This design comes from an exercise in tuning for small area on the open sky130 flow, not from production work. In this exercise RTL edits were held to simulation tests only and were not proved equivalent to the original. Power is estimated from default activity; no workload was simulated.

## v3
==> flow/design.v <==
module Trabalho3(address, data_in, read_write, clock, enable, data_out);
	input [2:0] address;
	input [31:0] data_in;
	input read_write;    
	input clock;
	input enable;
	output [31:0] data_out;
	reg [31:0] reg_out;
	reg [31:0] regs [0:7];
	wire rd = enable & read_write;
	wire wr = enable & ~read_write;
	wire [7:0] rsel;
	wire hold = ~rd;
	genvar i;
	generate
		for (i = 0; i < 8; i = i + 1) begin : g
			assign rsel[i] = rd & (address == i);
			always @(posedge clock)
				if (wr && address == i)
					regs[i] <= data_in;
		end
	endgenerate
	wire [31:0] next_out =
		({32{rsel[0]}} & regs[0]) | ({32{rsel[1]}} & regs[1]) |
		({32{rsel[2]}} & regs[2]) | ({32{rsel[3]}} & regs[3]) |
		({32{rsel[4]}} & regs[4]) | ({32{rsel[5]}} & regs[5]) |
		({32{rsel[6]}} & regs[6]) | ({32{rsel[7]}} & regs[7]) |
		({32{hold}} & reg_out);
	always @(posedge clock)
		reg_out <= next_out;
	assign data_out = reg_out;
endmodule
Settings: LEC_CHECK=0, CAP_MARGIN=5, CORE_MARGIN=2, CORE_UTILIZATION=65, PLACE_DENSITY=0.75, SLEW_MARGIN=5; clock period 5.0 ns.
standard.sh (not shown) runs the stock make flow with config.mk's settings and CLKGATE_MAP_FILE= SYNTH_SCRIPT=/design/flow/synth_recipe.tcl, a recipe that flattens the netlist after the stock synthesis.
==> flow/flow/run.sh <==
#!/bin/bash
# Layout flow: standard synthesis, then the combinational logic is replaced by a
# hand-mapped netlist (same registers, names and cell types), then the standard
# ORFS layout steps with smaller port buffers.
set -euo pipefail
R=orfs/results/sky130hd/Trabalho3/base
bash standard.sh synth > synth_standard.log 2>&1
cp $R/1_2_yosys.v synth_standard.v
python3 flow/gen_netlist.py synth_standard.v synth_mapped.v > gen_netlist.log 2>&1
cp synth_mapped.v $R/1_2_yosys.v
rm -f $R/1_synth.odb $R/1_synth.sdc
bash standard.sh synth > synth_odb.log 2>&1
bash standard.sh BUFFER_PORTS_ARGS="-buffer_cell sky130_fd_sc_hd__buf_1" CTS_ARGS="-sink_clustering_enable -repair_clock_nets -dont_use_dummy_load -buf_list sky130_fd_sc_hd__clkbuf_8 -sink_clustering_size 16 -sink_clustering_max_diameter 70" finish > layout.log 2>&1
==> flow/flow/gen_netlist.py <==
#!/usr/bin/env python3
"""Write a hand-mapped gate netlist of Trabalho3 (same registers, same names
and cell types as the standard synthesis of rtl/Trabalho02.v).

usage: gen_netlist.py STANDARD_1_2_yosys.v OUT.v
Exits non-zero if the standard netlist's registers are not the expected ones.
"""
import re, sys

P = 'sky130_fd_sc_hd__'
std = open(sys.argv[1]).read()

# registers of the standard synthesis: (cell type, instance name)
regs = set(re.findall(r'(sky130_fd_sc_hd__\w*df\w*)\s+(\\\S+|\w+)\s*\(', std))
want = set()
for i in range(8):
    for b in range(32):
        want.add((P + 'edfxtp_1', '\\regs[%d][%d]$_DFFE_PP_' % (i, b)))
for b in range(32):
    want.add((P + 'dfxtp_1', '\\reg_out[%d]$_DFF_P_' % b))
if regs != want:
    sys.stderr.write('register set differs from expected: %d extra, %d missing\n'
                     % (len(regs - want), len(want - regs)))
    sys.exit(1)

wires = []
cells = []
n = [0]


def cell(typ, **pins):
    n[0] += 1
    conn = ', '.join('.%s(%s)' % (k, v) for k, v in pins.items())
    cells.append('  %s%s g%d (%s);' % (P, typ, n[0], conn))


def w(name):
    wires.append(name)
    return name


# address / control decode
na0, na1, na2, nrw = w('na0'), w('na1'), w('na2'), w('nrw')
cell('inv_1', A='address[0]', Y=na0)
cell('inv_1', A='address[1]', Y=na1)
cell('inv_1', A='address[2]', Y=na2)
cell('inv_1', A='read_write', Y=nrw)
a2 = ['na2', 'address[2]']
a1 = ['na1', 'address[1]']
a0 = ['address[0]', 'na0']   # nor2 input that must be 0 for bit value v
we, sel = [], []
for k in range(4):
    # active-low "write to pair k" / "read from pair k"
    nw = w('nwp%d' % k)
    nr = w('nrp%d' % k)
    cell('nand4_1', A='enable', B='nrw', C=a2[k >> 1], D=a1[k & 1], Y=nw)
    cell('nand4_1', A='enable', B='read_write', C=a2[k >> 1], D=a1[k & 1], Y=nr)
    for v in range(2):
        i = 2 * k + v
        we.append(w('we%d' % i))
        sel.append(w('rs%d' % i))
        cell('nor2_1', A=nw, B=a0[v], Y=we[i])
        cell('nor2_1', A=nr, B=a0[v], Y=sel[i])
hold = w('hold')
cell('nand2_1', A='enable', B='read_write', Y=hold)

# storage: D = data_in, DE = write enable of the row
flops = []
for i in range(8):
    for b in range(32):
        q = '\\regs[%d][%d] ' % (i, b)
        wires.append(q)
        flops.append('  %sedfxtp_1 \\regs[%d][%d]$_DFFE_PP_  (.CLK(clock), .D(data_in[%d]), .DE(%s), .Q(%s));'
                     % (P, i, b, b, we[i], q))

# output register: D = OR of (select & value) over the 8 rows and the hold term
for b in range(32):
    r = ['\\regs[%d][%d] ' % (i, b) for i in range(8)]
    n1, n2, n3, d = w('m%da' % b), w('m%db' % b), w('m%dc' % b), w('nx%d' % b)
    cell('a222oi_1', A1=sel[0], A2=r[0], B1=sel[1], B2=r[1], C1=sel[2], C2=r[2], Y=n1)
    cell('a222oi_1', A1=sel[3], A2=r[3], B1=sel[4], B2=r[4], C1=sel[5], C2=r[5], Y=n2)
    cell('a222oi_1', A1=sel[6], A2=r[6], B1=sel[7], B2=r[7], C1=hold, C2='data_out[%d]' % b, Y=n3)
    cell('nand3_1', A=n1, B=n2, C=n3, Y=d)
    flops.append('  %sdfxtp_1 \\reg_out[%d]$_DFF_P_  (.CLK(clock), .D(%s), .Q(data_out[%d]));'
                 % (P, b, d, b))

out = ['module Trabalho3(address, data_in, read_write, clock, enable, data_out);',
       '  input [2:0] address;', '  input [31:0] data_in;', '  input read_write;',
       '  input clock;', '  input enable;', '  output [31:0] data_out;']
out += ['  wire %s;' % x for x in wires]
out += flops + cells + ['endmodule', '']
open(sys.argv[2], 'w').write('\n'.join(out))
v3 finished every step from synthesis to the final layout, and the layout passed the timing, design-rule and antenna checks.
Setup changes, v3 to v42
Settings: CAP_MARGIN now 20, was 5; SLEW_MARGIN now 20, was 5.
--- a/flow/flow/run.sh
+++ b/flow/flow/run.sh
@@ -12,2 +12,2 @@
 bash standard.sh synth > synth_odb.log 2>&1
-bash standard.sh BUFFER_PORTS_ARGS="-buffer_cell sky130_fd_sc_hd__buf_1" CTS_ARGS="-sink_clustering_enable -repair_clock_nets -dont_use_dummy_load -buf_list sky130_fd_sc_hd__clkbuf_8 -sink_clustering_size 16 -sink_clustering_max_diameter 70" finish > layout.log 2>&1
+bash standard.sh BUFFER_PORTS_ARGS="-buffer_cell sky130_fd_sc_hd__buf_1" CTS_ARGS="-sink_clustering_enable -repair_clock_nets -dont_use_dummy_load -buf_list sky130_fd_sc_hd__clkbuf_8 -sink_clustering_size 20 -sink_clustering_max_diameter 60" finish > layout.log 2>&1
--- outcome ---
Relative to v3, slew at the pin with the worst max-slew slack has decreased by 0.15 ns in v42. H-tree depth reported by CTS: v3 vs v42 identical. Sequential share of layout area, v3 and v42, higher one = v3. Compared v3 against v42; global-route usage within noise. Fraction of met2 tracks used by global routing: v42 vs v3 — no meaningful difference. v42 vs. v3: hold slack went up by 0.022 ns. v42 against v3: via count +0.43%; timing-limited maximum frequency -about 0.9%; final sequential cell count closely matched the old numbers; total power lost about 1.3%.
## Diff of input files: v16 against v42
Settings: swapping 20 for 5 in CAP_MARGIN; swapping 20 for 5 in SLEW_MARGIN.
v16 and v42 ended up with nearly the same slack of the worst reg-to-reg path. On final instance area: between v16 and v42, it ends up lower for v16. Compared v42 against v16; post-route total power within noise.
Input changes introduced in v36 (baseline for comparison: v16):
Settings: PLACE_DENSITY: 0.75 -> 0.85; CORE_UTILIZATION: 65 -> 75.
--- a/flow/flow/run.sh
+++ b/flow/flow/run.sh
@@ -12,2 +12,2 @@
 bash standard.sh synth > synth_odb.log 2>&1
-bash standard.sh BUFFER_PORTS_ARGS="-buffer_cell sky130_fd_sc_hd__buf_1" CTS_ARGS="-sink_clustering_enable -repair_clock_nets -dont_use_dummy_load -buf_list sky130_fd_sc_hd__clkbuf_8 -sink_clustering_size 20 -sink_clustering_max_diameter 60" finish > layout.log 2>&1
+bash standard.sh BUFFER_PORTS_ARGS="-buffer_cell sky130_fd_sc_hd__buf_1" CTS_ARGS="-sink_clustering_enable -repair_clock_nets -dont_use_dummy_load -buf_list sky130_fd_sc_hd__clkbuf_8 -sink_clustering_size 16 -sink_clustering_max_diameter 70" finish > layout.log 2>&1
[summary]
- On v36: via count of the routed design is about 1.7% higher than what v16 gave.
- STATUS reg-to-reg setup timing slack: v36 loses against v16
- Global-route total usage across every layer came out higher on v36 than on v16.
- Changes observed in v36 relative to v16: worst hold slack was more or less identical; filler cell count went down by 279; non-filler instance count after layout went down by about 1.7%; maximum level of the CTS H-tree was more or less identical.
- Looking only at number of core rows, and setting everything else aside, the lower value of v36 and v16 goes to v36.
- On design area, v36 and v16 are basically level.
- The half-perimeter wire length after detailed placement in v36 sits about 4.6% above the value recorded for v16.
Inputs modified between v36 and v46:
--- a/flow/flow/gen_netlist.py
+++ b/flow/flow/gen_netlist.py
@@ -61,4 +61,4 @@
         sel.append(w('rs%d' % i))
-        cell('nor2_1', A=nw, B=a0[v], Y=we[i])
-        cell('nor2_1', A=nr, B=a0[v], Y=sel[i])
+        cell('nor2_4', A=nw, B=a0[v], Y=we[i])
+        cell('nor2_4', A=nr, B=a0[v], Y=sel[i])
 hold = w('hold')
## What came out
- v46 vs v36 — post-detailed-routing wire length dropped about 2.4%.
- v46 against v36: horizontal die dimension higher; total of fill cells in the finished design higher; hold slack higher; fraction of area in clock buffers and inverters roughly the same.
- Diff v36 -> v46: core utilization decreased by 0.38 points relative to the old numbers; number of vias in the routed layout closely matched the old numbers.
[inputs] v14 vs v46
Settings: changing CAP_MARGIN from 5 to 20; changing SLEW_MARGIN from 5 to 20; changing CORE_UTILIZATION from 75 to 40; setting CTS_BUF_LIST to sky130_fd_sc_hd__clkbuf_4 sky130_fd_sc_hd__clkbuf_8 for the first time; removing PLACE_DENSITY (formerly 0.85).
--- a/flow/flow/run.sh
+++ b/flow/flow/run.sh
@@ -12,2 +12,2 @@
 bash standard.sh synth > synth_odb.log 2>&1
-bash standard.sh BUFFER_PORTS_ARGS="-buffer_cell sky130_fd_sc_hd__buf_1" CTS_ARGS="-sink_clustering_enable -repair_clock_nets -dont_use_dummy_load -buf_list sky130_fd_sc_hd__clkbuf_8 -sink_clustering_size 16 -sink_clustering_max_diameter 70" finish > layout.log 2>&1
+bash standard.sh BUFFER_PORTS_ARGS="-buffer_cell sky130_fd_sc_hd__buf_1" finish > layout.log 2>&1
--- a/flow/flow/gen_netlist.py
+++ b/flow/flow/gen_netlist.py
@@ -61,4 +61,4 @@
         sel.append(w('rs%d' % i))
-        cell('nor2_4', A=nw, B=a0[v], Y=we[i])
-        cell('nor2_4', A=nr, B=a0[v], Y=sel[i])
+        cell('nor2_1', A=nw, B=a0[v], Y=we[i])
+        cell('nor2_1', A=nr, B=a0[v], Y=sel[i])
 hold = w('hold')
### Flow results
The antenna diode count was comparable across v14 and v46.
Diff v46 -> v14: achievable frequency increased 0.033 GHz; area of the placeable core grew by about 90%.
Re number of top-level design ports: no difference whatsoever between v46 and v14.
The highest cell delay on the worst timing path number comes out lower for v14 vs v46.
Summary of v14 over v46: critical path depth decreased 2, area of the die increased about 80%, worst setup slack increased 0.32 ns.
First-pass GRT wire length for v14: 2000 um up relative to v46
v14 against v46: via count of the first global-routing pass higher; met3 track demand over resource saw a decrease.

==> what the ideal ports hide <==
How much do the figures lean on ideal ports? The routed layouts below were timed once more, with nothing changed but the port constraints.
Step 1: set_driving_cell puts a clkbuf_16 on clock and a buf_2 on each other input, an assumption about the parent block.
Step 2 adds t to the input delays and takes it off the output delays; t is the mean of the earliest and latest rising clock arrival at the registers after step 1. Input paths then give back, and output paths get back, about the clock's delay inside the block.
Slacks: no drivers / after step 1 / after step 2; pairs: no drivers / after step 1.
| run | shift t [ns] | setup slack, ns | hold WS [ns] | worst register clock-pin slew, ns | pins driven straight from the clock port |
|---|---|---|---|---|---|
| v3 | 0.548 | 2.017 / 2.026 / 1.478 | 0.453 / 0.453 / 0.453 | 0.10 / 0.10 | 1 |
| v42 | 0.530 | 1.990 / 2.000 / 1.470 | 0.475 / 0.475 / 0.475 | 0.11 / 0.11 | 1 |
| v16 | 0.539 | 2.015 / 2.027 / 1.488 | 0.473 / 0.473 / 0.473 | 0.11 / 0.11 | 1 |
| v36 | 0.538 | 1.708 / 1.711 / 1.172 | 0.472 / 0.472 / 0.472 | 0.10 / 0.10 | 1 |
| v46 | 0.542 | 1.735 / 1.742 / 1.200 | 0.479 / 0.479 / 0.479 | 0.09 / 0.09 | 1 |
| v14 | 0.567 | 2.053 / 2.067 / 1.500 | 0.458 / 0.458 / 0.458 | 0.07 / 0.07 | 1 |
After both steps setup and hold are still met in every run listed. For v14, which loses most, drivers alone change the setup slack by +0.014 ns; drivers and shift together by -0.553 ns.
